From an optimization exercise on the open Yosys and OpenROAD flow, aimed at small area and a short achievable clock period; shortcuts taken in it are not production practice.
The RTL was checked by simulation tests, not by an equivalence proof against the original design.

## flow/design.v (module list and top-level ports; edited modules follow where they fit)
// module top_module: 1404 lines
// module pid_fa: 4 lines
// module pid_ha: 4 lines
module top_module(
    input [11:0] angleIn,
    input [11:0] setPoint,
    input [7:0] kp,
    input [7:0] ki,
    input [7:0] kd,
    input clk,
    input rst,
    output signed [8:0] dutyCycleOut
    );
  // ...
==> flow/flow/run.sh <==
#!/bin/bash
# Standard layout, with timing repair aimed past the clock period (the SDC is
# unchanged) and ordinary buffers on the ports instead of delay cells.
set -euo pipefail
MARGIN=$(cat flow/margin.txt)
bash standard.sh SETUP_SLACK_MARGIN=$MARGIN \
  BUFFER_PORTS_ARGS="-buffer_cell sky130_fd_sc_hd__buf_1" MATCH_CELL_FOOTPRINT=0 SETUP_MOVE_SEQUENCE=unbuffer,sizeup,swap finish > standard_make.log 2>&1
==> flow/flow/margin.txt <==
11.7
==> flow/standard.sh <==
#!/bin/bash
# synth_recipe.tcl (not shown) runs the flow's synth.tcl, then flattens the netlist and writes it again
# the make line also repeats each setting of config.mk as NAME=value (left out here)
make -C /OpenROAD-flow-scripts/flow DESIGN_CONFIG=/design/flow/config.mk WORK_HOME=/design/flow/orfs CLKGATE_MAP_FILE= SYNTH_SCRIPT=/design/flow/synth_recipe.tcl "${@:-finish}"
==> flow/config.mk <==
export PLATFORM = sky130hd
export DESIGN_NAME = top_module
export DESIGN_NICKNAME = top_module
export VERILOG_FILES = /design/flow/design.v
export SDC_FILE = /design/flow/constraint.sdc
export NUM_CORES = 4
export LEC_CHECK = 0
export CAP_MARGIN = 20
export CORE_MARGIN = 2
export CORE_UTILIZATION = 60
export CTS_BUF_LIST = sky130_fd_sc_hd__clkbuf_8
export SLEW_MARGIN = 20
export SYNTH_HIERARCHICAL = 1
==> flow/constraint.sdc <==
create_clock -name core_clock -period 16.0 [get_ports {clk}]
set_input_delay 3.2000 -clock core_clock [delete_from_list [all_inputs] [get_ports {clk}]]
set_output_delay 3.2000 -clock core_clock [all_outputs]
set_load 0.01 [all_outputs]
==> results.json, run 1 <==
{
  "crit_arrival_ps": 5020,
  "startpoint": "e_r[8]$_DFF_P_",
  "drt_first_pass_iters": 5,
  "rows": 52,
  "largestRegisters": "in_r: 21 flops, e_r: 13 flops, pen_r: 13 flops",
  "hold_viol": 0,
  "top_area_cell_class": "multi-input combinational cells",
  "hold_class": "register to register",
  "pin_count": 59,
  "wirelength_mm": 30.6,
  "fillers": 1670,
  "use_met2": 0.536,
  "grt.overflow.total": 0,
  "worst-path-stages": 14,
  "cts.clk_slew.worst_paths_ps": 90,
  "coreArea_um2": 20200,
  "fp.dieH_um": 148,
  "synthTopCellsByCount": "318 x nand2_1, 304 x fa_1, 95 x inv_1",
  "outcome": "timing/DRC/antenna clean",
  "yosysMostFrequentCell": "nand2_1",
  "drv_slew": 0,
  "yosysSeqAreaShare": 0.136,
  "cpLargestDelayFamily": "adder cells",
  "path_max_fanout": 18,
  "finalCoreUtilization": 0.673
}
==> run 2: changes to the inputs <==
--- a/flow/design.v
+++ b/flow/design.v
@@ -1159,224 +1159,224 @@
     pid_fa u_fa276 (.a(w523), .b(w560), .ci(w561), .s(w595), .co(w596));
     pid_fa u_fa277 (.a(w527), .b(w562), .ci(w563), .s(w597), .co(w598));
     pid_fa u_fa278 (.a(w528), .b(w564), .ci(w565), .s(w599), .co(w600));
     pid_fa u_fa279 (.a(w532), .b(w567), .ci(w566), .s(w601), .co(w602));
     pid_fa u_fa280 (.a(w536), .b(w568), .ci(w569), .s(w603), .co(w604));
     pid_fa u_fa281 (.a(w540), .b(w571), .ci(w570), .s(w605), .co(w606));
     pid_fa u_fa282 (.a(w542), .b(w573), .ci(w572), .s(w607), .co(w608));
     pid_fa u_fa283 (.a((e_r[12] & ki_r[6])), .b(~(e_r[11] & ki_r[7])), .ci(w574), .s(w609), .co(w610));
-    assign w612 = setPoint[0] ^ ~angleIn[0];
-    assign w611 = setPoint[0] | ~angleIn[0];
-    assign w614 = setPoint[1] ^ ~angleIn[1];
-    assign w613 = setPoint[1] & ~angleIn[1];
-    assign w616 = setPoint[2] ^ ~angleIn[2];
-    assign w615 = setPoint[2] & ~angleIn[2];
-    assign w618 = setPoint[3] ^ ~angleIn[3];
-    assign w617 = setPoint[3] & ~angleIn[3];
-    assign w620 = setPoint[4] ^ ~angleIn[4];
-    assign w619 = setPoint[4] & ~angleIn[4];
-    assign w622 = setPoint[5] ^ ~angleIn[5];
-    assign w621 = setPoint[5] & ~angleIn[5];
-    assign w624 = setPoint[6] ^ ~angleIn[6];
-    assign w623 = setPoint[6] & ~angleIn[6];
-    assign w626 = setPoint[7] ^ ~angleIn[7];
-    assign w625 = setPoint[7] & ~angleIn[7];
-    assign w628 = setPoint[8] ^ ~angleIn[8];
-    assign w627 = setPoint[8] & ~angleIn[8];
-    assign w630 = setPoint[9] ^ ~angleIn[9];
-    assign w629 = setPoint[9] & ~angleIn[9];
-    assign w632 = setPoint[10] ^ ~angleIn[10];
-    assign w631 = setPoint[10] & ~angleIn[10];
-    assign w634 = setPoint[11] ^ ~angleIn[11];
-    assign w633 = setPoint[11] & ~angleIn[11];
-    assign w635 = w612 ^ 1'b1;
-    assign w636 = w614 ^ w611;
-    assign w637 = w613 | (w614 & w611);
-    assign w638 = w616 ^ w637;
-    assign w639 = w615 | (w616 & w637);
-    assign w640 = w618 ^ w639;
-    assign w641 = w617 | (w618 & w615);
-    assign w642 = w618 & w616;
+    assign w611 = setPoint[0] ^ ~angleIn[0];
+    assign w612 = setPoint[0] | ~angleIn[0];
+    assign w613 = setPoint[1] ^ ~angleIn[1];
+    assign w614 = setPoint[1] & ~angleIn[1];
+    assign w615 = setPoint[2] ^ ~angleIn[2];
+    assign w616 = setPoint[2] & ~angleIn[2];
+    assign w617 = setPoint[3] ^ ~angleIn[3];
+    assign w618 = setPoint[3] & ~angleIn[3];
+    assign w619 = setPoint[4] ^ ~angleIn[4];
+    assign w620 = setPoint[4] & ~angleIn[4];
+    assign w621 = setPoint[5] ^ ~angleIn[5];
+    assign w622 = setPoint[5] & ~angleIn[5];
+    assign w623 = setPoint[6] ^ ~angleIn[6];
+    assign w624 = setPoint[6] & ~angleIn[6];
+    assign w625 = setPoint[7] ^ ~angleIn[7];
+    assign w626 = setPoint[7] & ~angleIn[7];
+    assign w627 = setPoint[8] ^ ~angleIn[8];
+    assign w628 = setPoint[8] & ~angleIn[8];
+    assign w629 = setPoint[9] ^ ~angleIn[9];
+    assign w630 = setPoint[9] & ~angleIn[9];
+    assign w631 = setPoint[10] ^ ~angleIn[10];
+    assign w632 = setPoint[10] & ~angleIn[10];
+    assign w633 = setPoint[11] ^ ~angleIn[11];
+    assign w634 = setPoint[11] & ~angleIn[11];
+    assign w635 = w611 ^ 1'b1;
+    assign w636 = w613 ^ w612;
+    assign w637 = w614 | (w613 & w612);
+    assign w638 = w615 ^ w637;
+    assign w639 = w616 | (w615 & w637);
+    assign w640 = w617 ^ w639;
+    assign w641 = w618 | (w617 & w616);
+    assign w642 = w617 & w615;
     assign w643 = w641 | (w642 & w637);
-    assign w644 = w620 ^ w643;
-    assign w645 = w619 | (w620 & w643);
-    assign w646 = w622 ^ w645;
-    assign w647 = w621 | (w622 & w619);
-    assign w648 = w622 & w620;
+    assign w644 = w619 ^ w643;
+    assign w645 = w620 | (w619 & w643);
+    assign w646 = w621 ^ w645;
+    assign w647 = w622 | (w621 & w620);
+    assign w648 = w621 & w619;
     assign w649 = w647 | (w648 & w643);
-    assign w650 = w624 ^ w649;
-    assign w651 = w623 | (w624 & w647);
-    assign w652 = w624 & w648;
+    assign w650 = w623 ^ w649;
+    assign w651 = w624 | (w623 & w647);
+    assign w652 = w623 & w648;
     assign w653 = w651 | (w652 & w643);
-    assign w654 = w626 ^ w653;
-    assign w655 = w625 | (w626 & w623);
-    assign w656 = w626 & w624;
+    assign w654 = w625 ^ w653;
+    assign w655 = w626 | (w625 & w624);
+    assign w656 = w625 & w623;
     assign w657 = w655 | (w656 & w647);
     assign w658 = w656 & w648;
     assign w659 = w657 | (w658 & w643);
-    assign w660 = w628 ^ w659;
-    assign w661 = w627 | (w628 & w659);
-    assign w662 = w630 ^ w661;
-    assign w663 = w629 | (w630 & w627);
-    assign w664 = w630 & w628;
+    assign w660 = w627 ^ w659;
+    assign w661 = w628 | (w627 & w659);
+    assign w662 = w629 ^ w661;
+    assign w663 = w630 | (w629 & w628);
+    assign w664 = w629 & w627;
     assign w665 = w663 | (w664 & w659);
-    assign w666 = w632 ^ w665;
-    assign w667 = w631 | (w632 & w663);
-    assign w668 = w632 & w664;
+    assign w666 = w631 ^ w665;
+    assign w667 = w632 | (w631 & w663);
+    assign w668 = w631 & w664;
     assign w669 = w667 | (w668 & w659);
-    assign w670 = w634 ^ w669;
-    assign w671 = w633 | (w634 & w631);
-    assign w672 = w634 & w632;
+    assign w670 = w633 ^ w669;
+    assign w671 = w634 | (w633 & w632);
+    assign w672 = w633 & w631;
     assign w673 = w671 | (w672 & w663);
     assign w674 = w672 & w664;
     assign w675 = w673 | (w674 & w659);
-    assign w677 = kp[0] ^ kd[0];
-    assign w676 = kp[0] & kd[0];
-    assign w679 = kp[1] ^ kd[1];
-    assign w678 = kp[1] & kd[1];
-    assign w681 = kp[2] ^ kd[2];
-    assign w680 = kp[2] & kd[2];
-    assign w683 = kp[3] ^ kd[3];
-    assign w682 = kp[3] & kd[3];
-    assign w685 = kp[4] ^ kd[4];
-    assign w684 = kp[4] & kd[4];
-    assign w687 = kp[5] ^ kd[5];
-    assign w686 = kp[5] & kd[5];
-    assign w689 = kp[6] ^ kd[6];
-    assign w688 = kp[6] & kd[6];
-    assign w691 = kp[7] ^ kd[7];
-    assign w690 = kp[7] & kd[7];
-    assign w692 = w677 ^ 1'b0;
-    assign w693 = w679 ^ w676;
-    assign w694 = w678 | (w679 & w676);
-    assign w695 = w681 ^ w694;
-    assign w696 = w680 | (w681 & w694);
-    assign w697 = w683 ^ w696;
-    assign w698 = w682 | (w683 & w680);
-    assign w699 = w683 & w681;
+    assign w676 = kp[0] ^ kd[0];
+    assign w677 = kp[0] & kd[0];
+    assign w678 = kp[1] ^ kd[1];
+    assign w679 = kp[1] & kd[1];
+    assign w680 = kp[2] ^ kd[2];
+    assign w681 = kp[2] & kd[2];
+    assign w682 = kp[3] ^ kd[3];
+    assign w683 = kp[3] & kd[3];
+    assign w684 = kp[4] ^ kd[4];
+    assign w685 = kp[4] & kd[4];
+    assign w686 = kp[5] ^ kd[5];
+    assign w687 = kp[5] & kd[5];
+    assign w688 = kp[6] ^ kd[6];
+    assign w689 = kp[6] & kd[6];
+    assign w690 = kp[7] ^ kd[7];
+    assign w691 = kp[7] & kd[7];
+    assign w692 = w676 ^ 1'b0;
+    assign w693 = w678 ^ w677;
+    assign w694 = w679 | (w678 & w677);
+    assign w695 = w680 ^ w694;
+    assign w696 = w681 | (w680 & w694);
+    assign w697 = w682 ^ w696;
+    assign w698 = w683 | (w682 & w681);
+    assign w699 = w682 & w680;
     assign w700 = w698 | (w699 & w694);
-    assign w701 = w685 ^ w700;
-    assign w702 = w684 | (w685 & w700);
-    assign w703 = w687 ^ w702;
-    assign w704 = w686 | (w687 & w684);
-    assign w705 = w687 & w685;
+    assign w701 = w684 ^ w700;
+    assign w702 = w685 | (w684 & w700);
+    assign w703 = w686 ^ w702;
+    assign w704 = w687 | (w686 & w685);
+    assign w705 = w686 & w684;
     assign w706 = w704 | (w705 & w700);
-    assign w707 = w689 ^ w706;
-    assign w708 = w688 | (w689 & w704);
-    assign w709 = w689 & w705;
+    assign w707 = w688 ^ w706;
+    assign w708 = w689 | (w688 & w704);
+    assign w709 = w688 & w705;
     assign w710 = w708 | (w709 & w700);
-    assign w711 = w691 ^ w710;
-    assign w712 = w690 | (w691 & w688);
-    assign w713 = w691 & w689;
+    assign w711 = w690 ^ w710;
+    assign w712 = w691 | (w690 & w689);
+    assign w713 = w690 & w688;
     assign w714 = w712 | (w713 & w704);
     assign w715 = w713 & w705;
     assign w716 = w714 | (w715 & w700);
-    assign w718 = sca[0] ^ scb[0];
-    assign w717 = sca[0] | scb[0];       
-    assign w720 = sca[1] ^ scb[1];
-    assign w719 = sca[1] & scb[1];
-    assign w722 = sca[2] ^ scb[2];
-    assign w721 = sca[2] & scb[2];
-    assign w724 = sca[3] ^ scb[3];
-    assign w723 = sca[3] & scb[3];
-    assign w726 = sca[4] ^ scb[4];
-    assign w725 = sca[4] & scb[4];
-    assign w728 = sca[5] ^ scb[5];
-    assign w727 = sca[5] & scb[5];
-    assign w730 = sca[6] ^ scb[6];
-    assign w729 = sca[6] & scb[6];
-    assign w732 = sca[7] ^ scb[7];
-    assign w731 = sca[7] & scb[7];
-    assign w734 = sca[8] ^ scb[8];
-    assign w733 = sca[8] & scb[8];
-    assign w736 = sca[9] ^ scb[9];
-    assign w735 = sca[9] & scb[9];
-    assign w738 = sca[10] ^ scb[10];
-    assign w737 = sca[10] & scb[10];
-    assign w740 = sca[11] ^ scb[11];
-    assign w739 = sca[11] & scb[11];
-    assign w742 = sca[12] ^ scb[12];
-    assign w741 = sca[12] & scb[12];
-    assign w744 = sca[13] ^ scb[13];
-    assign w743 = sca[13] & scb[13];
-    assign w746 = sca[14] ^ scb[14];
-    assign w745 = sca[14] & scb[14];
-    assign w748 = sca[15] ^ scb[15];
-    assign w747 = sca[15] & scb[15];
-    assign w750 = sca[16] ^ scb[16];
-    assign w749 = sca[16] & scb[16];
-    assign w752 = sca[17] ^ scb[17];
-    assign w751 = sca[17] & scb[17];
-    assign w754 = sca[18] ^ scb[18];
-    assign w753 = sca[18] & scb[18];
-    assign w756 = sca[19] ^ scb[19];
-    assign w755 = sca[19] & scb[19];
-    assign w758 = sca[20] ^ scb[20];
-    assign w757 = sca[20] & scb[20];
-    assign w760 = sca[21] ^ scb[21];
-    assign w759 = sca[21] & scb[21];
-    assign w762 = sca[22] ^ scb[22];
-    assign w761 = sca[22] & scb[22];
-    assign w763 = w718 ^ 1'b1;
-    assign w764 = w720 ^ w717;
-    assign w766 = w719 | (w720 & w717);
-    assign w765 = w722 ^ w766;
-    assign w768 = w721 | (w722 & w766);
-    assign w767 = w724 ^ w768;
-    assign w770 = w723 | (w724 & w721);
-    assign w771 = w724 & w722;
+    assign w717 = sca[0] ^ scb[0];
+    assign w718 = sca[0] | scb[0];
+    assign w719 = sca[1] ^ scb[1];
+    assign w720 = sca[1] & scb[1];
+    assign w721 = sca[2] ^ scb[2];
+    assign w722 = sca[2] & scb[2];
+    assign w723 = sca[3] ^ scb[3];
+    assign w724 = sca[3] & scb[3];
+    assign w725 = sca[4] ^ scb[4];
+    assign w726 = sca[4] & scb[4];
+    assign w727 = sca[5] ^ scb[5];
+    assign w728 = sca[5] & scb[5];
+    assign w729 = sca[6] ^ scb[6];
+    assign w730 = sca[6] & scb[6];
+    assign w731 = sca[7] ^ scb[7];
+    assign w732 = sca[7] & scb[7];
+    assign w733 = sca[8] ^ scb[8];
+    assign w734 = sca[8] & scb[8];
+    assign w735 = sca[9] ^ scb[9];
+    assign w736 = sca[9] & scb[9];
+    assign w737 = sca[10] ^ scb[10];
+    assign w738 = sca[10] & scb[10];
+    assign w739 = sca[11] ^ scb[11];
+    assign w740 = sca[11] & scb[11];
+    assign w741 = sca[12] ^ scb[12];
+    assign w742 = sca[12] & scb[12];
+    assign w743 = sca[13] ^ scb[13];
+    assign w744 = sca[13] & scb[13];
+    assign w745 = sca[14] ^ scb[14];
+    assign w746 = sca[14] & scb[14];
+    assign w747 = sca[15] ^ scb[15];
+    assign w748 = sca[15] & scb[15];
+    assign w749 = sca[16] ^ scb[16];
+    assign w750 = sca[16] & scb[16];
+    assign w751 = sca[17] ^ scb[17];
+    assign w752 = sca[17] & scb[17];
+    assign w753 = sca[18] ^ scb[18];
+    assign w754 = sca[18] & scb[18];
+    assign w755 = sca[19] ^ scb[19];
+    assign w756 = sca[19] & scb[19];
+    assign w757 = sca[20] ^ scb[20];
+    assign w758 = sca[20] & scb[20];
+    assign w759 = sca[21] ^ scb[21];
+    assign w760 = sca[21] & scb[21];
+    assign w761 = sca[22] ^ scb[22];
+    assign w762 = sca[22] & scb[22];
+    assign w763 = w717 ^ 1'b1;
+    assign w764 = w719 ^ w718;
+    assign w766 = w720 | (w719 & w718);
+    assign w765 = w721 ^ w766;
+    assign w768 = w722 | (w721 & w766);
+    assign w767 = w723 ^ w768;
+    assign w770 = w724 | (w723 & w722);
+    assign w771 = w723 & w721;
     assign w772 = w770 | (w771 & w766);
-    assign w769 = w726 ^ w772;
-    assign w774 = w725 | (w726 & w772);
-    assign w773 = w728 ^ w774;
-    assign w776 = w727 | (w728 & w725);
-    assign w777 = w728 & w726;
+    assign w769 = w725 ^ w772;
+    assign w774 = w726 | (w725 & w772);
+    assign w773 = w727 ^ w774;
+    assign w776 = w728 | (w727 & w726);
+    assign w777 = w727 & w725;
     assign w778 = w776 | (w777 & w772);
-    assign w775 = w730 ^ w778;
-    assign w780 = w729 | (w730 & w776);
-    assign w781 = w730 & w777;
+    assign w775 = w729 ^ w778;
+    assign w780 = w730 | (w729 & w776);
+    assign w781 = w729 & w777;
     assign w782 = w780 | (w781 & w772);
-    assign w779 = w732 ^ w782;
-    assign w784 = w731 | (w732 & w729);
-    assign w785 = w732 & w730;
+    assign w779 = w731 ^ w782;
+    assign w784 = w732 | (w731 & w730);
+    assign w785 = w731 & w729;
     assign w786 = w784 | (w785 & w776);
     assign w787 = w785 & w777;
     assign w788 = w786 | (w787 & w772);
-    assign w783 = w734 ^ w788;
-    assign w790 = w735 | (w736 & w733);
-    assign w791 = w736 & w734;
-    assign w792 = w739 | (w740 & w737);
-    assign w793 = w740 & w738;
+    assign w783 = w733 ^ w788;
+    assign w790 = w736 | (w735 & w734);
+    assign w791 = w735 & w733;
+    assign w792 = w740 | (w739 & w738);
+    assign w793 = w739 & w737;
     assign w794 = w792 | (w793 & w790);
     assign w795 = w793 & w791;
-    assign w796 = w743 | (w744 & w741);
-    assign w797 = w744 & w742;
-    assign w798 = w747 | (w748 & w745);
-    assign w799 = w748 & w746;
+    assign w796 = w744 | (w743 & w742);
+    assign w797 = w743 & w741;
+    assign w798 = w748 | (w747 & w746);
+    assign w799 = w747 & w745;
     assign w800 = w798 | (w799 & w796);
     assign w801 = w799 & w797;
     assign w802 = w800 | (w801 & w794);
     assign w803 = w801 & w795;
     assign w804 = w802 | (w803 & w788);
-    assign w805 = w751 | (w752 & w749);
-    assign w806 = w752 & w750;
-    assign w807 = w755 | (w756 & w753);
-    assign w808 = w756 & w754;
+    assign w805 = w752 | (w751 & w750);
+    assign w806 = w751 & w749;
+    assign w807 = w756 | (w755 & w754);
+    assign w808 = w755 & w753;
     assign w809 = w807 | (w808 & w805);
     assign w810 = w808 & w806;
-    assign w811 = w759 | (w760 & w757);
-    assign w812 = w760 & w758;
+    assign w811 = w760 | (w759 & w758);
+    assign w812 = w759 & w757;
     assign w813 = w811 | (w812 & w809);
     assign w814 = w812 & w810;
     assign w815 = w813 | (w814 & w804);
-    assign w789 = w762 ^ w815;
-    assign w816 = w733 | (w734 & w788);
-    assign w817 = (w736 ^ w816) & (w738 ^ w735) & (w740 ^ w737) & (w742 ^ w739) & (w744 ^ w741) & (w746 ^ w743) & (w748 ^ w745) & (w750 ^ w747) & (w752 ^ w749) & (w754 ^ w751) & (w756 ^ w753) & (w758 ^ w755) & (w760 ^ w757) & (w762 ^ w759);
-    assign w818 = ~w718 & (w720 ^ w717) & (w722 ^ w719) & (w724 ^ w721) & (w726 ^ w723) & (w728 ^ w725) & (w730 ^ w727) & (w732 ^ w729) & (w734 ^ w731);
+    assign w789 = w761 ^ w815;
+    assign w816 = w734 | (w733 & w788);
+    assign w817 = (w735 ^ w816) & (w737 ^ w736) & (w739 ^ w738) & (w741 ^ w740) & (w743 ^ w742) & (w745 ^ w744) & (w747 ^ w746) & (w749 ^ w748) & (w751 ^ w750) & (w753 ^ w752) & (w755 ^ w754) & (w757 ^ w756) & (w759 ^ w758) & (w761 ^ w760);
+    assign w818 = ~w717 & (w719 ^ w718) & (w721 ^ w720) & (w723 ^ w722) & (w725 ^ w724) & (w727 ^ w726) & (w729 ^ w728) & (w731 ^ w730) & (w733 ^ w732);
     wire in_range = w817;                       
     wire s_pos = w789;                          
     wire [8:0] y_lo = {w783, ~w779, ~w775, ~w773, ~w769, ~w767, ~w765, ~w764, ~w763 | w818};
     wire [12:0] e = {~w675, w670, w666, w662, w660, w654, w650, w646, w644, w640, w638, w636, w635};           
     wire [8:0] kpd = {w716, w711, w707, w703, w701, w697, w695, w693, w692};        
     wire [20:0] ica = {1'b0, (e_r[12] & ki_r[7]), w609, w607, w604, w603, w600, w598, w596, w594, w592, w590, w588, w586, w584, w582, w580, w578, w576, ~(e_r[0] & ki_r[1]), in_r[0]};
     wire [20:0] icb = {1'b1, w610, w608, w606, w605, w602, w601, w599, w597, w595, w593, w591, w589, w587, w585, w583, w581, w579, w577, w575, ~(e_r[0] & ki_r[0])};
     wire [20:0] isum_n = ica + icb + 21'd1;    
@@ -1389,25 +1389,28 @@
         ki_r <= ki;
         if (rst_r) in_r <= ~21'd0;
         else if (integ > 255) in_r <= ~21'd255;
         else if (integ < -255) in_r <= ~(-21'sd255);
         else in_r <= isum_n;
         if (rst | rst_r) begin
             ylo_r <= 9'd0;
             inr_r <= 1'b1;
-            pos_r <= 1'b0;
         end else begin
             ylo_r <= y_lo;
             inr_r <= in_range;
-            pos_r <= s_pos;
         end
+        pos_r <= s_pos;
     end
     assign dutyCycleOut = inr_r ? ylo_r : pos_r ? 9'sd255 : -9'sd255;
 endmodule
 module pid_fa(input a, input b, input ci, output s, output co);
     assign s = a ^ b ^ ci;
     assign co = (a & b) | (ci & (a ^ b));
 endmodule
 module pid_ha(input a, input b, output s, output co);
     assign s = a ^ b;
     assign co = a & b;
 endmodule
+module pid_hao(input a, input b, output s, output co);
+    assign s = a ^ b;
+    assign co = a | b;
+endmodule
==> flow/flow/margin.txt (replaced) <==
11.3
==> run 2 against run 1 <==
Sequential share of layout area rose by 0.28 points. Die area rose by 0.25%. Still clean on timing, DRC and antenna. Critical path type unchanged. Highest routed layer unchanged. Cell count rose by 0.13%.
==> results.json, run 2 <==
{
  "numCtsBuffers": 9,
  "numPortBuffers": 58,
  "outcome": "timing/DRC/antenna clean",
  "avgSynthCellArea_um2": 10.1,
  "crit_arrival_ps": 5060,
  "cp.required_ps": 16330,
  "htree_num_levels": 3,
  "coreArea_um2": 20200,
  "wl_per_cell_um": 19.7,
  "syn_area_um2": 12400,
  "num_antenna_cells": 0,
  "slew_headroom": 0.467,
  "pin_count": 59,
  "synth_area_leaders": "fa_1 49%, dfxtp_1 14%, nand2_1 9.6%",
  "via_per_inst": 5.69,
  "clk_latency_ps": 400,
  "hold_viol": 0,
  "rows": 52,
  "dp_hpwl_mm": 23.8,
  "ant_nets": 0,
  "timing.fmax_ghz": 0.212,
  "hold_class": "register to register",
  "fin_area_um2": 13100,
  "skew_ps": 21.3,
  "grt_max_degree": 25,
  "drt_first_pass_iters": 7,
  "grt.overflow.total": 0,
  "initial_utilization": 0.612,
  "async_reset_ff_frac": 0,
  "drive_above_1_share": 0.0744,
  "first_global_vias": 9136,
  "path_max_fanout": 18,
  "synth_edf_count": 0,
  "fp.dieH_um": 148,
  "min_period_over_period": 0.295,
  "drt_iter0_drc": 469,
  "worst_pin_slew_ps": 795,
  "areaGrowthSynthToFinish_pct": 5.74,
  "setup_tns_ps": 0,
  "antenna_found_initial": 0,
  "cts.sinks": 84,
  "root_buffer": "clkbuf_8",
  "cts.clk_slew.worst_paths_ps": 100,
  "hold-worst-slack_ps": 548,
  "mostFrequentLayoutCells": "314 x nand2_1, 295 x fa_1, 94 x inv_1",
  "final_common_cell": "nand2_1",
  "finalNonFillerCells": 1506,
  "yosysUniqueCellTypes": 52,
  "cts_tree": "built",
  "grt.total_usage": 0.293,
  "largest_register": "in_r",
  "layout_min_cycle_time_ps": 4730,
  "num-nets-final": 1663,
  "dieArea_um2": 21800,
  "die_w_um": 148,
  "wirelength_mm": 29.6,
  "dpl.cell_count": 1490,
  "synthTopCellsByCount": "316 x nand2_1, 304 x fa_1, 95 x inv_1",
  "drv_slew": 0,
  "clockBufferDepth": 2,
  "synth_ff_type": "dfxtp_1",
  "place_area_um2": 12700,
  "cts_setup_buffers": 0,
  "yosys_warnings": 7,
  "yosysMostFrequentCell": "nand2_1",
  "grt_pass1_wl_mm": 48.9,
  "finalCoreUtilization": 0.648,
  "drv_cap": 0,
  "place_congestion": 0.888,
  "dr_total_vias": 8574,
  "route.detailed.drc": 0,
  "synthesis.nets": 1659,
  "crit_type": "register to register",
  "yosysTopAreaCell": "fa_1",
  "ys_ff_latch": 84,
  "startpoint_type": "register",
  "yosysTopAreaCellShare": 0.491,
  "syn_inst": 1227,
  "fillers": 1669,
  "cp-end-kind": "register",
  "largestRegisters": "in_r: 21 flops, e_r: 13 flops, pen_r: 13 flops",
  "yosysSeqAreaShare": 0.136,
  "setup_viol": 0,
  "rsz0062_at_grt": "true",
  "largest_reg_flops": 21
}
run 2: cell types whose count changed after synthesis, moves of 3 or more:
cell	change
xor2_1	+3
o21ai_0	-19
nand4_1	+3
a21boi_1	+3
o21ai_1	+18
nand3_1	-3
xnor2_1	-4
run 2: area by class of cell:
type,count,area [µm²],area share
Sequential cell,84,1790,0.136
Multi-Input combinational cell,977,10200,0.775
Timing Repair Buffer,63,260,0.0199
Clock buffer,9,124,0.00945
Inverter,96,368,0.0281
Clock inverter,7,65.1,0.00497
Tap cell,270,338,0.0258
run 2: routing by layer:
layer | routed length, µm | share of wire | vias to the layer above | global-route usage
met5 | 0 | 0 | - | 0
met4 | 479 | 0.016 | 0 | 0.0678
met3 | 2210 | 0.075 | 28 | 0.0639
met2 | 13900 | 0.47 | 336 | 0.463
met1 | 13100 | 0.44 | 4397 | 0.423
li1 | - | - | 3813 | -
run 2: repair_timing:
item / CTS / global route
hold buffers: 0 / 0
pin swaps: 1 / 5
gates resized for setup: 59 / 22
endpoints found under the setup margin: 17 / 23
run 2: path summary, 6_finish.rpt:
check / cells after the start / start / slack, ps / end
max reg2reg: 14 / e_r[6]$_DFF_P_ / 11270 / inr_r$_SDFF_PP1_
max: 14 / e_r[6]$_DFF_P_ / 11270 / inr_r$_SDFF_PP1_
min reg2reg: 1 / e_r[5]$_DFF_P_ / 550 / pen_r[5]$_SDFF_PP1_
min: 1 / e_r[5]$_DFF_P_ / 550 / pen_r[5]$_SDFF_PP1_
run 2: cells by family after synthesis:
kind of cell	Yosys count	share of synthesized area
AND/OR/NAND/NOR	452	0.163
adder cells (fa/ha/maj)	382	0.570
buffers and inverters	166	0.0506
AO/OA/AOI/OAI	102	0.0520
flip-flops	84	0.136
XOR/XNOR	40	0.0283
multiplexers	1	0.000808
run 2: worst max-delay path, cell delays in order, from the launching register on:
cell      delay [ps]
dfxtp_4          540
nand2_2           90
fa_1             570
fa_1             460
fa_1             560
fa_1             430
fa_1             560
ha_4             220
o211ai_1         130
nand2_1          110
fa_2             370
xnor2_2          170
nor4_2           220
nand4_1          120
o21ai_1          120
run 2: through the flow:
| stage | worst slack, ps |
|---|---|
| detailed placement | 10800 |
| global route | 11120 |
| floorplan | 11280 |
| CTS | 11240 |
| global placement | 10810 |
| finish | 11270 |
run 2: modules after synthesis, one instance, submodules excluded:
| module | area, µm² | copies in the design | cells |
|---|---|---|---|
| pid_ha | 12.5 | 2 | 1 |
| pid_fa | 20.0 | 283 | 1 |
| top_module | 6700 | 1 | 942 |
==> run 3: changes to the inputs <==
==> flow/flow/margin.txt (replaced) <==
11.4
==> run 3 against run 2 <==
Still clean. Wire length is 3.4% higher. Synthesized area unchanged. Die area unchanged. Critical path depth fell by 11. Synthesized cell count unchanged. Hold slack worse by 21 ps. Register-to-register slack better by 90 ps. Global-route usage increased by 0.98 points. Setup slack improved by 46 ps. Critical endpoint is now dutyCycleOut[7]. Largest cell class unchanged. Highest routed layer unchanged.
==> results.json, run 3 <==
{
  "outcome": "timing/DRC/antenna clean",
  "largest_reg_flops": 21,
  "root_buffer": "clkbuf_8",
  "ys_ff_latch": 84,
  "crit_arrival_ps": 1480,
  "crit_chain": "nand2b_1 -> nand2_1 -> buf_1",
  "cp_slowest_stage_delay_ps": 560,
  "mostFrequentLayoutCells": "304 x nand2_1, 278 x fa_1, 93 x inv_1",
  "via_per_inst": 5.74,
  "use_met2": 0.497,
  "syn_inst": 1227,
  "cts_tree": "built",
  "crit_type": "register to output pin",
  "antenna_found_initial": 0,
  "dr_total_vias": 8639,
  "cp_num_buf_inv": 1,
  "wl_per_cell_um": 20.4,
  "dieArea_um2": 21800,
  "place_congestion": 0.938,
  "rows": 52,
  "hold_viol": 0,
  "synthesis.nets": 1659,
  "cp.required_ps": 12800,
  "busiest_layer": "met2",
  "hold_buffers": 0,
  "grt.total_usage": 0.303,
  "drt_iter0_drc": 448,
  "async_reset_ff_frac": 0,
  "drv_slew": 0,
  "place_worst_setup_slack_ps": 10750,
  "cts.sinks": 84,
  "hold_class": "register to register",
  "yosysTopAreaCell": "fa_1",
  "grt.overflow.total": 0,
  "final_common_cell": "nand2_1",
  "setup_tns_ps": 0,
  "fillers": 1675,
  "largest_register": "in_r",
  "numPortBuffers": 58,
  "reg2reg_depth": 12,
  "startpoint_type": "register",
  "setup_slack_ps": 11320,
  "whs_path_depth": 1,
  "rsz0062_at_grt": "true",
  "cp-end-kind": "output pin",
  "wirelength_mm": 30.6,
  "ant_nets": 0,
  "setup_viol": 0,
  "worst_pin_slew_ps": 769,
  "clockBufferDepth": 2,
  "synth_area_leaders": "fa_1 49%, dfxtp_1 14%, nand2_1 9.6%",
  "largestRegisters": "in_r: 21 flops, e_r: 13 flops, pen_r: 13 flops",
  "synthTopCellsByCount": "316 x nand2_1, 304 x fa_1, 95 x inv_1",
  "drive_above_1_share": 0.111,
  "die_w_um": 148,
  "synth_edf_count": 0,
  "crit_path_top_delay_cell": "dfxtp_1",
  "num_antenna_cells": 0,
  "min_period_over_period": 0.292,
  "r2r_setup_slack_ps": 11360,
  "num-nets-final": 1661,
  "yosysUniqueCellTypes": 52,
  "areaGrowthSynthToFinish_pct": 7.14,
  "skew_ps": 15.4,
  "yosysSeqAreaShare": 0.136,
  "hold_end": "pen_r[12]$_SDFF_PP1_",
  "timing.fmax_ghz": 0.214,
  "met1_usage": 0.423,
  "clk_latency_ps": 390,
  "pin_count": 59,
  "grt_use_met3": 0.0599,
  "yosys_warnings": 7,
  "yosysMostFrequentCell": "nand2_1",
  "coreArea_um2": 20200,
  "grt_max_degree": 25,
  "r2r_start": "e_r[10]$_DFF_P_",
  "initial_utilization": 0.612,
  "route.detailed.drc": 0,
  "fp.dieH_um": 148,
  "synth_ff_type": "dfxtp_1",
  "avgSynthCellArea_um2": 10.1,
  "htree_num_levels": 3,
  "grt_pass1_wl_mm": 50.3,
  "syn_area_um2": 12400,
  "slew_headroom": 0.484,
  "drt_first_pass_iters": 6,
  "cpLargestDelayFamily": "flip-flops",
  "dp_hpwl_mm": 24.0,
  "yosysTopAreaCellShare": 0.491,
  "first_global_vias": 9453,
  "cts_setup_buffers": 0,
  "path_max_fanout": 11,
  "r2r-end": "inr_r$_SDFF_PP1_",
  "cts.clk_slew.worst_paths_ps": 110,
  "drv_cap": 0,
  "min_from": "e_r[12]$_DFF_P_",
  "layout_min_cycle_time_ps": 4680,
  "numCtsBuffers": 9
}
## run 3: cell count changes in the layout (fill, tap and decap cells not counted), sizes merged
cell,previous run,this run
clkbuf,10,9
clkinvlp,1,0
clkinv,2,3
buf,62,61
## run 3: layout make-up
class                   instances  area (µm²)  area share
well taps                     270         338      0.0254
inverters                      96         368      0.0277
repair buffers                 61         248      0.0187
multi-input cells             977       10300       0.777
clock buffers                   9         124     0.00933
flip-flops and latches         84        1820       0.137
clock inverters                 7        61.3     0.00462
## run 3: per-layer routing
| layer | up-vias | wire length [µm] | part of all wire |
|---|---|---|---|
| met5 | - | 0 | 0 |
| met4 | 0 | 393 | 0.013 |
| met3 | 24 | 2350 | 0.077 |
| met2 | 318 | 14800 | 0.48 |
| met1 | 4481 | 13100 | 0.43 |
| li1 | 3816 | - | - |
## run 3: worst max-delay path by stage
stage                                start  cells after the start          endpoint
after floorplan                setPoint[0]                      9    e_r[9]$_DFF_P_
after global placement      e_r[2]$_DFF_P_                     14  inr_r$_SDFF_PP1_
after detailed placement    e_r[2]$_DFF_P_                     14  inr_r$_SDFF_PP1_
after CTS                   e_r[2]$_DFF_P_                     14  inr_r$_SDFF_PP1_
after global routing        e_r[4]$_DFF_P_                     18  inr_r$_SDFF_PP1_
final                     inr_r$_SDFF_PP1_                      3   dutyCycleOut[7]
## run 3: worst reg2reg max path: cells and delay by family (launching register included)
family                   cells  cell delay, ps
adder cells (fa/ha/maj)      8            3560
flip-flops                   1             510
AND/OR/NAND/NOR              3             400
AO/OA/AOI/OAI                1             120
## run 3: timing repair
action	4_1_cts	5_1_grt
cloned	0	0
setup endpoints to repair	23	24
pin swaps	8	9
resized for setup	110	22
## run 3: per-module statistics from Yosys, one instance, submodules excluded
module | flops+latches | area (µm²) | cells inside | copies in the design
pid_fa | 0 | 20.0 | 1 | 283
pid_ha | 0 | 12.5 | 1 | 2
top_module | 84 | 6700 | 942 | 1
## run 3: per-stage QoR
stage | hold slack (ps) | area, µm² | utilization | std cells
after floorplan | 425 | 12500 | - | 1227
final | 527 | 13300 | 0.656 | 1504
after detailed placement | 698 | 12800 | 0.631 | 1488
after CTS | 536 | 13200 | 0.654 | 1504
after global placement | 689 | 12800 | 0.631 | 1488
after global routing | 559 | 13300 | 0.656 | 1504
## run 3: cell families after synthesis
group / after synthesis / synth area share
fa+ha+maj: 382 / 0.570
flops: 84 / 0.136
buf+inv: 166 / 0.0506
xor+xnor: 40 / 0.0283
mux: 1 / 0.000808
simple gates: 452 / 0.163
compound gates: 102 / 0.0520
==> run 4: changes to the inputs <==
==> flow/flow/run.sh (replaced) <==
#!/bin/bash
# The standard layout (standard.sh, unchanged synthesis), with:
#  - timing repair aimed past the clock period: SETUP_SLACK_MARGIN from
#    flow/margin.txt, repair limited to sizing moves (the SDC is unchanged);
#  - plain buffers (buf_1, resized as needed) on the ports instead of delay cells;
#  - sizing not restricted to the same cell footprint.
set -euo pipefail
MARGIN=$(cat flow/margin.txt)
bash standard.sh SETUP_SLACK_MARGIN=$MARGIN \
  BUFFER_PORTS_ARGS="-buffer_cell sky130_fd_sc_hd__buf_2" MATCH_CELL_FOOTPRINT=0 \
  SETUP_MOVE_SEQUENCE=unbuffer,sizeup,swap finish > standard_make.log 2>&1
==> run 4 against run 3 <==
Still clean on timing, DRC and antenna. Wire length fell by 1.7%. Design area increased by 0.71%. First-iteration DRC count is 22% higher. Highest routed layer unchanged.
==> results.json, run 4 <==
{
  "clockBufferDepth": 2,
  "wl_per_cell_um": 20.0,
  "die_w_um": 148,
  "drive_above_1_share": 0.162,
  "hold_viol": 0,
  "yosysTopAreaCellShare": 0.491,
  "num_antenna_cells": 0,
  "regArea_um2": 1810,
  "dr_total_vias": 8558,
  "path_max_fanout": 18,
  "multi_input_area_um2": 10300,
  "clk_latency_ps": 390,
  "crit_type": "register to register",
  "cp.required_ps": 16330,
  "yosys_warnings": 7,
  "grt.total_usage": 0.303,
  "first_global_vias": 9401,
  "layout_min_cycle_time_ps": 4670,
  "setup_tns_ps": 0,
  "cp-end-kind": "register",
  "ys_ff_latch": 84,
  "grt.overflow.total": 0,
  "hold_buffers": 0,
  "initial_utilization": 0.612,
  "numCtsBuffers": 9,
  "worst_pin_slew_ps": 789,
  "timing.fmax_ghz": 0.214,
  "drv_slew": 0,
  "rows": 52,
  "antenna_found_initial": 0,
  "r2r_start": "e_r[10]$_DFF_P_",
  "cp_slowest_stage_delay_ps": 540,
  "syn_inst": 1227,
  "largest_register": "in_r",
  "fillers": 1666,
  "synthSimpleGateAreaFrac": 0.163,
  "startpoint_type": "register",
  "finalNonFillerCells": 1504,
  "synth_area_leaders": "fa_1 49%, dfxtp_1 14%, nand2_1 9.6%",
  "yosysUniqueCellTypes": 52,
  "synthesis.nets": 1659,
  "r2r-end": "inr_r$_SDFF_PP1_",
  "root_buffer": "clkbuf_8",
  "drt_first_pass_iters": 5,
  "cp_num_buf_inv": 0,
  "fp.dieH_um": 148,
  "whs_path_depth": 1,
  "dieArea_um2": 21800,
  "synthMuxAreaShare": 0.000808,
  "grt_pass1_wl_mm": 50.5,
  "crit_path_top_delay_cell": "fa_1",
  "min_from": "e_r[12]$_DFF_P_",
  "yosysSeqAreaShare": 0.136,
  "pin_count": 59,
  "ant_nets": 0,
  "coreArea_um2": 20200,
  "skew_ps": 13.8,
  "grt_max_degree": 25,
  "yosysTopAreaCell": "fa_1",
  "hold_class": "register to register",
  "synth_top_family_by_area": "adder cells",
  "crit_path_frequent_cell": "fa_1",
  "cts_tree": "built",
  "areaGrowthSynthToFinish_pct": 7.90,
  "dpl.cell_count": 1488,
  "syn_area_um2": 12400,
  "wirelength_mm": 30.1,
  "r2r_setup_slack_ps": 11330,
  "num-nets-final": 1661,
  "async_reset_ff_frac": 0,
  "synth_fa_ha_area_frac": 0.570,
  "synth_ff_type": "dfxtp_1",
  "crit_chain": "nand2_1 -> fa_1 -> fa_1 -> fa_1 -> fa_1 -> fa_1 -> fa_1 -> ha_1 -> fa_1 -> and4b_1 -> nand4_1 -> o21ai_1",
  "mostFrequentLayoutCells": "300 x nand2_1, 277 x fa_1, 92 x inv_1",
  "route.detailed.drc": 0,
  "synth_xor_area_frac": 0.0283,
  "dp_hpwl_mm": 24.0,
  "cts.clk_slew.worst_paths_ps": 100,
  "synth_compound_area_frac": 0.0520,
  "setup_viol": 0,
  "reg2reg_depth": 12,
  "final_common_cell": "nand2_1",
  "yosysMostFrequentCell": "nand2_1",
  "hold_end": "pen_r[12]$_SDFF_PP1_",
  "crit_arrival_ps": 5000,
  "largestRegisters": "in_r: 21 flops, e_r: 13 flops, pen_r: 13 flops",
  "slew_headroom": 0.473,
  "avgSynthCellArea_um2": 10.1,
  "numPortBuffers": 58,
  "htree_num_levels": 3,
  "rsz0062_at_grt": "true",
  "cpLargestDelayFamily": "adder cells",
  "via_per_inst": 5.69,
  "largest_reg_flops": 21,
  "cts.sinks": 84,
  "min_period_over_period": 0.292,
  "synthTopCellsByCount": "316 x nand2_1, 304 x fa_1, 95 x inv_1",
  "synth_edf_count": 0,
  "place_congestion": 0.912,
  "outcome": "timing/DRC/antenna clean",
  "drt_iter0_drc": 548,
  "drv_cap": 0
}
## run 4: cell counts after synthesis
Identical to the previous run, type by type.
## run 4: kinds of logic after synthesis
logic type,count (synthesis)
DFF,84
and+or+nand+nor,452
AOI/OAI and AO/OA,102
xor gates and xnor gates,40
muxes,1
adders and majority gates,382
buffers and inverters,166
## run 4: worst max-delay path by stage
| stage | from | end | slack [ps] | cells after the start |
|---|---|---|---|---|
| floorplan | setPoint[0] | e_r[9]$_DFF_P_ | 11260 | 9 |
| global placement | e_r[2]$_DFF_P_ | inr_r$_SDFF_PP1_ | 10820 | 14 |
| detailed placement | e_r[2]$_DFF_P_ | inr_r$_SDFF_PP1_ | 10740 | 14 |
| CTS | inr_r$_SDFF_PP1_ | dutyCycleOut[7] | 11280 | 3 |
| global route | e_r[4]$_DFF_P_ | inr_r$_SDFF_PP1_ | 11150 | 18 |
| finish | e_r[10]$_DFF_P_ | inr_r$_SDFF_PP1_ | 11330 | 12 |
## run 4: area by class of cell
cell class / count / share of cell area
well taps: 270 / 0.0253
repair buffers: 61 / 0.0239
inverters: 96 / 0.0275
flip-flops and latches: 84 / 0.136
clock inverters: 7 / 0.00608
clock buffers: 9 / 0.00926
multi-input cells: 977 / 0.772
## run 4: timing repair
item                                    in CTS  in global routing
pin swaps                                    9                 18
endpoints found under the setup margin      21                 26
resized for setup                           94                 38
buffers inserted                             0                  0
gates cloned                                 0                  0
## run 4: through the flow
step / util / setup WS [ps] / instance area [µm²] / hold WS (ps)
after floorplan: - / 11260 / 12500 / 425
after global placement: 0.634 / 10820 / 12800 / 681
after detailed placement: 0.634 / 10740 / 12800 / 688
after CTS: 0.656 / 11280 / 13300 / 541
after global routing: 0.661 / 11150 / 13400 / 565
final: 0.661 / 11330 / 13400 / 541
## run 4: Yosys stat by module (local to each module, per instance)
module | cell area [µm²] | times used | flops+latches
pid_fa | 20.0 | 283 | 0
pid_ha | 12.5 | 2 | 0
top_module | 6700 | 1 | 84
## run 4: routing by layer
metal  vias to the layer above  GRT usage  wire length (µm)  share of wire
li1                       3808          -                 -              -
met1                      4404      0.436             13200           0.44
met2                       315      0.490             14200           0.47
met3                        31     0.0568              2080          0.069
met4                         0     0.0639               546          0.018
met5                         -          0                 0              0
==> run 5: changes to the inputs <==
--- a/flow/flow/run.sh
+++ b/flow/flow/run.sh
@@ -7,5 +7,5 @@
 set -euo pipefail
 MARGIN=$(cat flow/margin.txt)
 bash standard.sh SETUP_SLACK_MARGIN=$MARGIN \
-  BUFFER_PORTS_ARGS="-buffer_cell sky130_fd_sc_hd__buf_2" MATCH_CELL_FOOTPRINT=0 \
+  BUFFER_PORTS_ARGS="-buffer_cell sky130_fd_sc_hd__buf_1" MATCH_CELL_FOOTPRINT=0 \
   SETUP_MOVE_SEQUENCE=unbuffer,sizeup,swap finish > standard_make.log 2>&1
==> run 5 against run 4 <==
Clock skew is 1.6 ps higher. Wire length is 1.7% higher. Critical path depth is 9 lower. Global-route usage hardly changed. Core utilization is 0.46 points lower. Largest cell class unchanged. Critical endpoint is now dutyCycleOut[7]. Still clean.
==> results.json, run 5 <==
{
  "cts.sinks": 84,
  "layout_min_cycle_time_ps": 4680,
  "wirelength_mm": 30.6,
  "slew_headroom": 0.484,
  "yosysTopAreaCellShare": 0.491,
  "syn_inst": 1227,
  "path_max_fanout": 11,
  "num_antenna_cells": 0,
  "numPortBuffers": 58,
  "rsz0062_at_grt": "true",
  "timing.fmax_ghz": 0.214,
  "die_w_um": 148,
  "largest_reg_flops": 21,
  "dr_total_vias": 8639,
  "mostFrequentLayoutCells": "304 x nand2_1, 278 x fa_1, 93 x inv_1",
  "place_area_um2": 12800,
  "htree_num_levels": 3,
  "synth_ff_type": "dfxtp_1",
  "root_buffer": "clkbuf_8",
  "cp.required_ps": 12800,
  "setup_slack_ps": 11320,
  "wl_per_cell_um": 20.4,
  "skew_ps": 15.4,
  "hold_viol": 0,
  "rows": 52,
  "first_global_vias": 9453,
  "num-nets-final": 1661,
  "ys_ff_latch": 84,
  "crit_chain": "nand2b_1 -> nand2_1 -> buf_1",
  "syn_area_um2": 12400,
  "dieArea_um2": 21800,
  "coreArea_um2": 20200,
  "fillers": 1675,
  "avgSynthCellArea_um2": 10.1,
  "fp.dieH_um": 148,
  "place_congestion": 0.938,
  "ant_nets": 0,
  "cts_setup_buffers": 0,
  "pin_count": 59,
  "final_common_cell": "nand2_1",
  "areaGrowthSynthToFinish_pct": 7.14,
  "grt_max_degree": 25,
  "synthTopCellsByCount": "316 x nand2_1, 304 x fa_1, 95 x inv_1",
  "async_reset_ff_frac": 0,
  "crit_type": "register to output pin",
  "cp-end-kind": "output pin",
  "dp_hpwl_mm": 24.0,
  "cts.clk_slew.worst_paths_ps": 110,
  "drive_above_1_share": 0.111,
  "yosys_warnings": 7,
  "worst_pin_slew_ps": 769,
  "grt.overflow.total": 0,
  "drv_slew": 0,
  "hold_class": "register to register",
  "via_per_inst": 5.74,
  "synthesis.nets": 1659,
  "clk_latency_ps": 390,
  "setup_viol": 0,
  "hold_buffers": 0,
  "cp_slowest_stage_delay_ps": 560,
  "clockBufferDepth": 2,
  "numCtsBuffers": 9,
  "crit_arrival_ps": 1480,
  "antenna_found_initial": 0,
  "yosysUniqueCellTypes": 52,
  "synth_edf_count": 0,
  "initial_utilization": 0.612,
  "yosysTopAreaCell": "fa_1",
  "yosysSeqAreaShare": 0.136,
  "drt_first_pass_iters": 6,
  "largest_register": "in_r",
  "route.detailed.drc": 0,
  "cpLargestDelayFamily": "flip-flops",
  "drt_iter0_drc": 448,
  "drv_cap": 0,
  "fin_area_um2": 13300,
  "synth_area_leaders": "fa_1 49%, dfxtp_1 14%, nand2_1 9.6%",
  "outcome": "timing/DRC/antenna clean",
  "setup_tns_ps": 0,
  "crit_path_top_delay_cell": "dfxtp_1",
  "yosysMostFrequentCell": "nand2_1",
  "grt_pass1_wl_mm": 50.3,
  "place_worst_setup_slack_ps": 10750,
  "startpoint_type": "register",
  "largestRegisters": "in_r: 21 flops, e_r: 13 flops, pen_r: 13 flops",
  "cp_num_buf_inv": 1,
  "min_period_over_period": 0.292,
  "grt.total_usage": 0.303,
  "cts_tree": "built"
}
[run 5: cell types whose count changed in the layout (fill, tap and decap cells not counted), sizes merged]
cell	delta
inv	-1
bufinv	-1
clkinv	+2
[run 5: kinds of logic after synthesis]
logic type / after synthesis / share of synthesized area
AND/OR/NAND/NOR: 452 / 0.163
adder cells (fa/ha/maj): 382 / 0.570
buffers and inverters: 166 / 0.0506
AO/OA/AOI/OAI: 102 / 0.0520
flip-flops: 84 / 0.136
XOR/XNOR: 40 / 0.0283
multiplexers: 1 / 0.000808
[run 5: area by class of cell]
class	instances	area, µm²	share of cell area
flip-flops and latches	84	1820	0.137
repair buffers	61	248	0.0187
clock inverters	7	61.3	0.00462
inverters	96	368	0.0277
well taps	270	338	0.0254
clock buffers	9	124	0.00933
multi-input cells	977	10300	0.777
[run 5: final timing paths]
kind / startpoint / slack [ps] / depth (start not counted) / end
max: inr_r$_SDFF_PP1_ / 11320 / 3 / dutyCycleOut[7]
min: e_r[12]$_DFF_P_ / 530 / 1 / pen_r[12]$_SDFF_PP1_
max reg2reg: e_r[10]$_DFF_P_ / 11360 / 12 / inr_r$_SDFF_PP1_
min reg2reg: e_r[12]$_DFF_P_ / 530 / 1 / pen_r[12]$_SDFF_PP1_
[run 5: stage by stage]
stage	hold WS (ps)	utilization	std cells
6_report	527	0.656	1504
2_1_floorplan	425	-	1227
5_1_grt	559	0.656	1504
3_5_place_dp	698	0.631	1488
3_3_place_gp	689	0.631	1488
4_1_cts	536	0.654	1504
[run 5: timing repair]
item | in CTS | in global routing
pin swaps | 8 | 9
endpoints found under the setup margin | 23 | 24
gates resized for setup | 110 | 22
[run 5: layer usage]
layer | track usage | up-vias | routed length [µm]
li1 | - | 3816 | -
met1 | 0.423 | 4481 | 13100
met2 | 0.497 | 318 | 14800
met3 | 0.0599 | 24 | 2350
met4 | 0.0716 | 0 | 393
met5 | 0 | - | 0
[run 5: modules after synthesis (local to each module, per instance)]
module / cell area [µm²] / flip-flops and latches
pid_fa: 20.0 / 0
top_module: 6700 / 84
pid_ha: 12.5 / 0
==> run 6: changes to the inputs <==
==> flow/flow/margin.txt (replaced) <==
11.5
==> run 6 against run 5 <==
Register-to-register slack better by 20 ps. Die area unchanged. First-iteration DRC count up 10%. Sequential cell count unchanged. Maximum frequency up 0.44%. Design area up 1.3%. Sequential share of layout area down 0.24 points. Synthesized cell count unchanged. Critical path depth unchanged. Synthesized area unchanged. Non-clock buffer count up 3. Critical path type unchanged.
==> results.json, run 6 <==
{
  "crit_type": "register to output pin",
  "die_w_um": 148,
  "pin_count": 59,
  "crit_path_top_delay_cell": "dfxtp_1",
  "yosysMostFrequentCell": "nand2_1",
  "areaGrowthSynthToFinish_pct": 8.56,
  "fillers": 1644,
  "syn_inst": 1227,
  "fin_area_um2": 13500,
  "num-nets-final": 1664,
  "dpl.cell_count": 1491,
  "num_antenna_cells": 0,
  "grt.total_usage": 0.302,
  "hold_end": "pen_r[12]$_SDFF_PP1_",
  "antenna_found_initial": 0,
  "largestRegisters": "in_r: 21 flops, e_r: 13 flops, pen_r: 13 flops",
  "place_area_um2": 12800,
  "coreArea_um2": 20200,
  "grt_pass1_wl_mm": 49.9,
  "cp_slowest_stage_delay_ps": 560,
  "first_global_vias": 9422,
  "cts_tree": "built",
  "cts.clk_slew.worst_paths_ps": 110,
  "whs_path_depth": 1,
  "dieArea_um2": 21800,
  "synthTopCellsByCount": "316 x nand2_1, 304 x fa_1, 95 x inv_1",
  "via_per_inst": 5.72,
  "worst_pin_slew_ps": 791,
  "cts.sinks": 84,
  "numPortBuffers": 58,
  "r2r_setup_slack_ps": 11380,
  "async_reset_ff_frac": 0,
  "cp-end-kind": "output pin",
  "layout_min_cycle_time_ps": 4660,
  "mostFrequentLayoutCells": "299 x nand2_1, 272 x fa_1, 92 x inv_1",
  "outcome": "timing/DRC/antenna clean",
  "yosysSeqAreaShare": 0.136,
  "hold_class": "register to register",
  "yosysUniqueCellTypes": 52,
  "htree_num_levels": 3,
  "cpLargestDelayFamily": "flip-flops",
  "clk_latency_ps": 400,
  "final_common_cell": "nand2_1",
  "ant_nets": 0,
  "finalNonFillerCells": 1507,
  "numCtsBuffers": 9,
  "place_congestion": 0.908,
  "wl_per_cell_um": 20.4,
  "fp.dieH_um": 148,
  "timing.fmax_ghz": 0.215,
  "drt_iter0_drc": 494,
  "synth_area_leaders": "fa_1 49%, dfxtp_1 14%, nand2_1 9.6%",
  "rsz0062_at_grt": "true",
  "drive_above_1_share": 0.133,
  "ys_ff_latch": 84,
  "min_from": "e_r[12]$_DFF_P_",
  "root_buffer": "clkbuf_8",
  "drv_slew": 0,
  "slew_headroom": 0.471,
  "largest_reg_flops": 21,
  "yosysTopAreaCellShare": 0.491,
  "synthesis.nets": 1659,
  "dp_hpwl_mm": 23.9,
  "drt_first_pass_iters": 5,
  "setup_viol": 0,
  "syn_area_um2": 12400,
  "dr_total_vias": 8627,
  "r2r-end": "inr_r$_SDFF_PP1_",
  "reg2reg_depth": 14,
  "grt_max_degree": 25,
  "setup_tns_ps": 0,
  "wirelength_mm": 30.7,
  "clockBufferDepth": 2,
  "synth_ff_type": "dfxtp_1",
  "rows": 52,
  "hold_buffers": 0,
  "drv_cap": 0,
  "largest_register": "in_r",
  "hold_viol": 0,
  "skew_ps": 13.8,
  "crit_arrival_ps": 1460,
  "synth_edf_count": 0,
  "cp_num_buf_inv": 1,
  "initial_utilization": 0.612,
  "avgSynthCellArea_um2": 10.1,
  "crit_chain": "nand2b_1 -> nand2_1 -> buf_1",
  "cp.required_ps": 12800,
  "startpoint_type": "register",
  "grt.overflow.total": 0,
  "path_max_fanout": 11,
  "min_period_over_period": 0.291,
  "yosys_warnings": 7,
  "yosysTopAreaCell": "fa_1",
  "r2r_start": "e_r[5]$_DFF_P_",
  "route.detailed.drc": 0
}
-- run 6: cell counts after synthesis --
Identical to the previous run, type by type.
-- run 6: final cells by class --
type	instances	area, µm²	area share
well taps	270	338	0.0251
multi-input cells	977	10400	0.774
repair buffers	64	330	0.0246
clock buffers	10	138	0.0102
clock inverters	6	53.8	0.00400
flip-flops and latches	84	1810	0.135
inverters	96	368	0.0273
-- run 6: worst max-delay path by stage --
stage	start	end	slack, ps	cells past startpoint
5_1_grt	e_r[5]$_DFF_P_	inr_r$_SDFF_PP1_	11220	14
4_1_cts	e_r[2]$_DFF_P_	inr_r$_SDFF_PP1_	11260	14
3_3_place_gp	e_r[5]$_DFF_P_	inr_r$_SDFF_PP1_	10800	14
6_report	inr_r$_SDFF_PP1_	dutyCycleOut[3]	11340	3
2_1_floorplan	setPoint[0]	e_r[9]$_DFF_P_	11260	9
3_5_place_dp	e_r[5]$_DFF_P_	inr_r$_SDFF_PP1_	10760	14
-- run 6: modules after synthesis (local to each module, per instance) --
| module | flops+latches | area [µm²] |
|---|---|---|
| top_module | 84 | 6700 |
| pid_fa | 0 | 20.0 |
| pid_ha | 0 | 12.5 |
-- run 6: cell families (layout without fill, tap and decap cells) --
| logic type | Yosys count | after routing | share of synthesized area |
|---|---|---|---|
| mux | 1 | 1 | 0.000808 |
| compound gates | 102 | 102 | 0.0520 |
| simple gates | 452 | 452 | 0.163 |
| buf+inv | 166 | 176 | 0.0506 |
| xor+xnor | 40 | 40 | 0.0283 |
| flops | 84 | 84 | 0.136 |
| fa+ha+maj | 382 | 382 | 0.570 |
-- run 6: per-stage QoR --
step                utilization  worst slack [ps]  hold WS (ps)
finish                    0.665             11340           540
global route              0.665             11220           554
CTS                       0.658             11260           534
detailed placement        0.632             10760           611
global placement          0.632             10800           616
floorplan                     -             11260           425
-- run 6: per-layer routing --
| layer | GRT usage | vias up | routed length [µm] |
|---|---|---|---|
| li1 | - | 3823 | - |
| met1 | 0.422 | 4421 | 13300 |
| met2 | 0.498 | 344 | 14800 |
| met3 | 0.0469 | 39 | 1960 |
| met4 | 0.0865 | 0 | 659 |
| met5 | 0 | - | 0 |
-- run 6: worst register-to-register path: cells and delay by family, from the launching register on --
family          cells  cell delay [ps]
flops               1              520
compound gates      2              240
simple gates        4              470
fa+ha+maj           7             3180
xor+xnor            1              170
-- run 6: timing repair --
| action | 4_1_cts | 5_1_grt |
|---|---|---|
| hold endpoints to repair | 0 | 0 |
| setup buffers | 0 | 0 |
| gates resized for setup | 128 | 39 |
| pin swaps | 14 | 13 |
| endpoints found under the setup margin | 31 | 27 |
==> run 7: changes to the inputs <==
==> flow/flow/margin.txt (replaced) <==
11.4
--- a/flow/config.mk
+++ b/flow/config.mk
@@ -7,7 +7,7 @@
 export LEC_CHECK = 0
 export CAP_MARGIN = 20
 export CORE_MARGIN = 2
-export CORE_UTILIZATION = 60
+export CORE_UTILIZATION = 55
 export CTS_BUF_LIST = sky130_fd_sc_hd__clkbuf_8
 export SLEW_MARGIN = 20
 export SYNTH_HIERARCHICAL = 1
==> run 7 against run 6 <==
Still clean. Cell count rose by 0.53%. Critical path depth did not move. Synthesized cell count did not move. Non-clock buffer count fell by 2. Design area fell by 1.2%. Maximum frequency barely moved. Sequential share of layout area rose by 0.19 points. Register-to-register slack got worse by 30 ps.
==> results.json, run 7 <==
{
  "avgSynthCellArea_um2": 10.1,
  "initial_utilization": 0.564,
  "route.detailed.drc": 0,
  "slew_headroom": 0.409,
  "synth_ff_type": "dfxtp_1",
  "root_buffer": "clkbuf_8",
  "cpLargestDelayFamily": "flip-flops",
  "via_per_inst": 5.67,
  "syn_area_um2": 12400,
  "num_antenna_cells": 0,
  "mostFrequentLayoutCells": "307 x nand2_1, 280 x fa_1, 93 x inv_1",
  "setup_viol": 0,
  "clk_latency_ps": 400,
  "place_worst_setup_slack_ps": 10750,
  "cts_tree": "built",
  "drv_slew": 0,
  "dr_total_vias": 8596,
  "first_global_vias": 9284,
  "ys_ff_latch": 84,
  "startpoint_type": "register",
  "grt.overflow.total": 0,
  "antenna_found_initial": 0,
  "timing.fmax_ghz": 0.215,
  "largestRegisters": "in_r: 21 flops, e_r: 13 flops, pen_r: 13 flops",
  "yosys_warnings": 7,
  "grt_max_degree": 25,
  "layout_min_cycle_time_ps": 4660,
  "die_w_um": 154,
  "dieArea_um2": 23700,
  "coreArea_um2": 22000,
  "clockBufferDepth": 2,
  "final_common_cell": "nand2_1",
  "outcome": "timing/DRC/antenna clean",
  "hold_class": "register to register",
  "yosysMostFrequentCell": "nand2_1",
  "setup_slack_ps": 11340,
  "setup_tns_ps": 0,
  "yosysTopAreaCell": "fa_1",
  "synthesis.nets": 1659,
  "drv_cap": 0,
  "worst_pin_slew_ps": 885,
  "drive_above_1_share": 0.109,
  "rsz0062_at_grt": "true",
  "drt_first_pass_iters": 5,
  "numPortBuffers": 58,
  "rows": 54,
  "htree_num_levels": 3,
  "num-nets-final": 1662,
  "yosysSeqAreaShare": 0.136,
  "dp_hpwl_mm": 24.1,
  "largest_reg_flops": 21,
  "crit_chain": "nand2b_1 -> nand2_1 -> buf_1",
  "drt_iter0_drc": 495,
  "async_reset_ff_frac": 0,
  "skew_ps": 22.0,
  "pin_count": 59,
  "synthTopCellsByCount": "316 x nand2_1, 304 x fa_1, 95 x inv_1",
  "cts_setup_buffers": 0,
  "wl_per_cell_um": 20.2,
  "fp.dieH_um": 154,
  "synth_area_leaders": "fa_1 49%, dfxtp_1 14%, nand2_1 9.6%",
  "crit_arrival_ps": 1460,
  "cp.required_ps": 12800,
  "path_max_fanout": 11,
  "crit_type": "register to output pin",
  "crit_path_top_delay_cell": "dfxtp_1",
  "wirelength_mm": 30.6,
  "ant_nets": 0,
  "cp-end-kind": "output pin",
  "synth_edf_count": 0,
  "areaGrowthSynthToFinish_pct": 7.28,
  "yosysUniqueCellTypes": 52,
  "place_congestion": 0.887,
  "grt_pass1_wl_mm": 50.3,
  "fillers": 1881,
  "cp_slowest_stage_delay_ps": 570,
  "numCtsBuffers": 9,
  "cts.clk_slew.worst_paths_ps": 110,
  "yosysTopAreaCellShare": 0.491,
  "syn_inst": 1227,
  "hold_buffers": 0,
  "largest_register": "in_r",
  "cp_num_buf_inv": 1,
  "min_period_over_period": 0.291,
  "grt.total_usage": 0.278,
  "cts.sinks": 84,
  "hold_viol": 0
}
[run 7: cell types whose count changed in the layout (fill, tap and decap cells not counted), sizes merged]
cell,before,now
buf,63,62
clkinv,2,1
clkbuf,11,9
clkinvlp,1,3
[run 7: layout make-up]
cell class | instances | area (µm²) | share of cell area
tap | 280 | 350 | 0.0264
inverter | 96 | 368 | 0.0277
clock buffer | 9 | 124 | 0.00932
multi-input combinational | 977 | 10300 | 0.775
timing repair buffer | 62 | 283 | 0.0213
sequential | 84 | 1810 | 0.136
clock inverter | 7 | 52.6 | 0.00395
[run 7: cell families (layout without fill, tap and decap cells)]
group                      after synthesis  count (layout)  share of synthesized area
and+or+nand+nor                        452             452                      0.163
adders and majority gates              382             382                      0.570
buffers and inverters                  166             174                     0.0506
AOI/OAI and AO/OA                      102             102                     0.0520
DFF                                     84              84                      0.136
xor gates and xnor gates                40              40                     0.0283
muxes                                    1               1                   0.000808
[run 7: worst paths after layout]
check	start	to	slack, ps	cells after the start
worst max-delay path	inr_r$_SDFF_PP1_	dutyCycleOut[3]	11340	3
worst min-delay path	e_r[12]$_DFF_P_	pen_r[12]$_SDFF_PP1_	520	1
worst max register to register	e_r[5]$_DFF_P_	inr_r$_SDFF_PP1_	11350	14
worst min register to register	e_r[12]$_DFF_P_	pen_r[12]$_SDFF_PP1_	520	1
[run 7: routing by layer]
metal	global-route usage	part of all wire
met4	0.0685	0.018
met5	0	0
met1	0.400	0.45
met2	0.449	0.47
met3	0.0411	0.064
[run 7: Yosys stat by module (local to each module, per instance)]
module	cell area, µm²	flip-flops and latches	cells inside	copies in the design
top_module	6700	84	942	1
pid_fa	20.0	0	1	283
pid_ha	12.5	0	1	2
[run 7: repair_timing]
item | in CTS | in global routing
setup endpoints to repair | 24 | 23
gates cloned | 0 | 0
gates resized for setup | 114 | 18
pin swaps | 12 | 2
[run 7: per-stage QoR]
stage,std cells,area [µm²],hold slack (ps),utilization
global placement,1499,12800,622,0.582
global route,1515,13300,552,0.605
floorplan,1227,12500,425,-
detailed placement,1499,12800,626,0.582
finish,1515,13300,521,0.605
CTS,1515,13200,517,0.603

==> what the ideal ports hide <==
The flow's constraints put no driver on any port. The routed layouts listed below were extracted and timed again, unchanged, in two steps.
Step 1 sets driving cells, clkbuf_16 on the clock port and buf_2 on the other inputs (assumed; they add their load-dependent delay and slew).
Step 2, shift: input delay + t, output delay - t, t = (earliest + latest rising clock arrival at the registers) / 2. This alone moves slack from input paths to output paths.
Three values: no drivers, after step 1, after step 2; two values: the first two.
run | t, ns | setup WS [ns] | hold WS [ns] | worst register clock-pin slew, ns | worst data-port slew with drivers (ns)
run 1 | 0.421 | 11.302 / 11.302 / 11.022 | 0.536 / 0.536 / 0.536 | 0.09 / 0.09 | 0.05
run 2 | 0.429 | 11.275 / 11.275 / 10.997 | 0.548 / 0.548 / 0.548 | 0.11 / 0.11 | 0.03
run 3 | 0.429 | 11.321 / 11.275 / 11.032 | 0.527 / 0.527 / 0.527 | 0.11 / 0.11 | 0.04
run 4 | 0.422 | 11.327 / 11.288 / 11.019 | 0.541 / 0.541 / 0.541 | 0.10 / 0.10 | 0.04
run 5 | 0.429 | 11.321 / 11.275 / 11.032 | 0.527 / 0.527 / 0.527 | 0.11 / 0.11 | 0.04
run 6 | 0.438 | 11.341 / 11.299 / 11.022 | 0.540 / 0.540 / 0.540 | 0.11 / 0.11 | 0.05
run 7 | 0.426 | 11.341 / 11.299 / 11.017 | 0.521 / 0.521 / 0.521 | 0.11 / 0.11 | 0.05
After both steps every run listed still meets setup and hold. The setup slack of run 7, which loses most, moves by -0.042 ns with the drivers and by -0.324 ns with both steps.
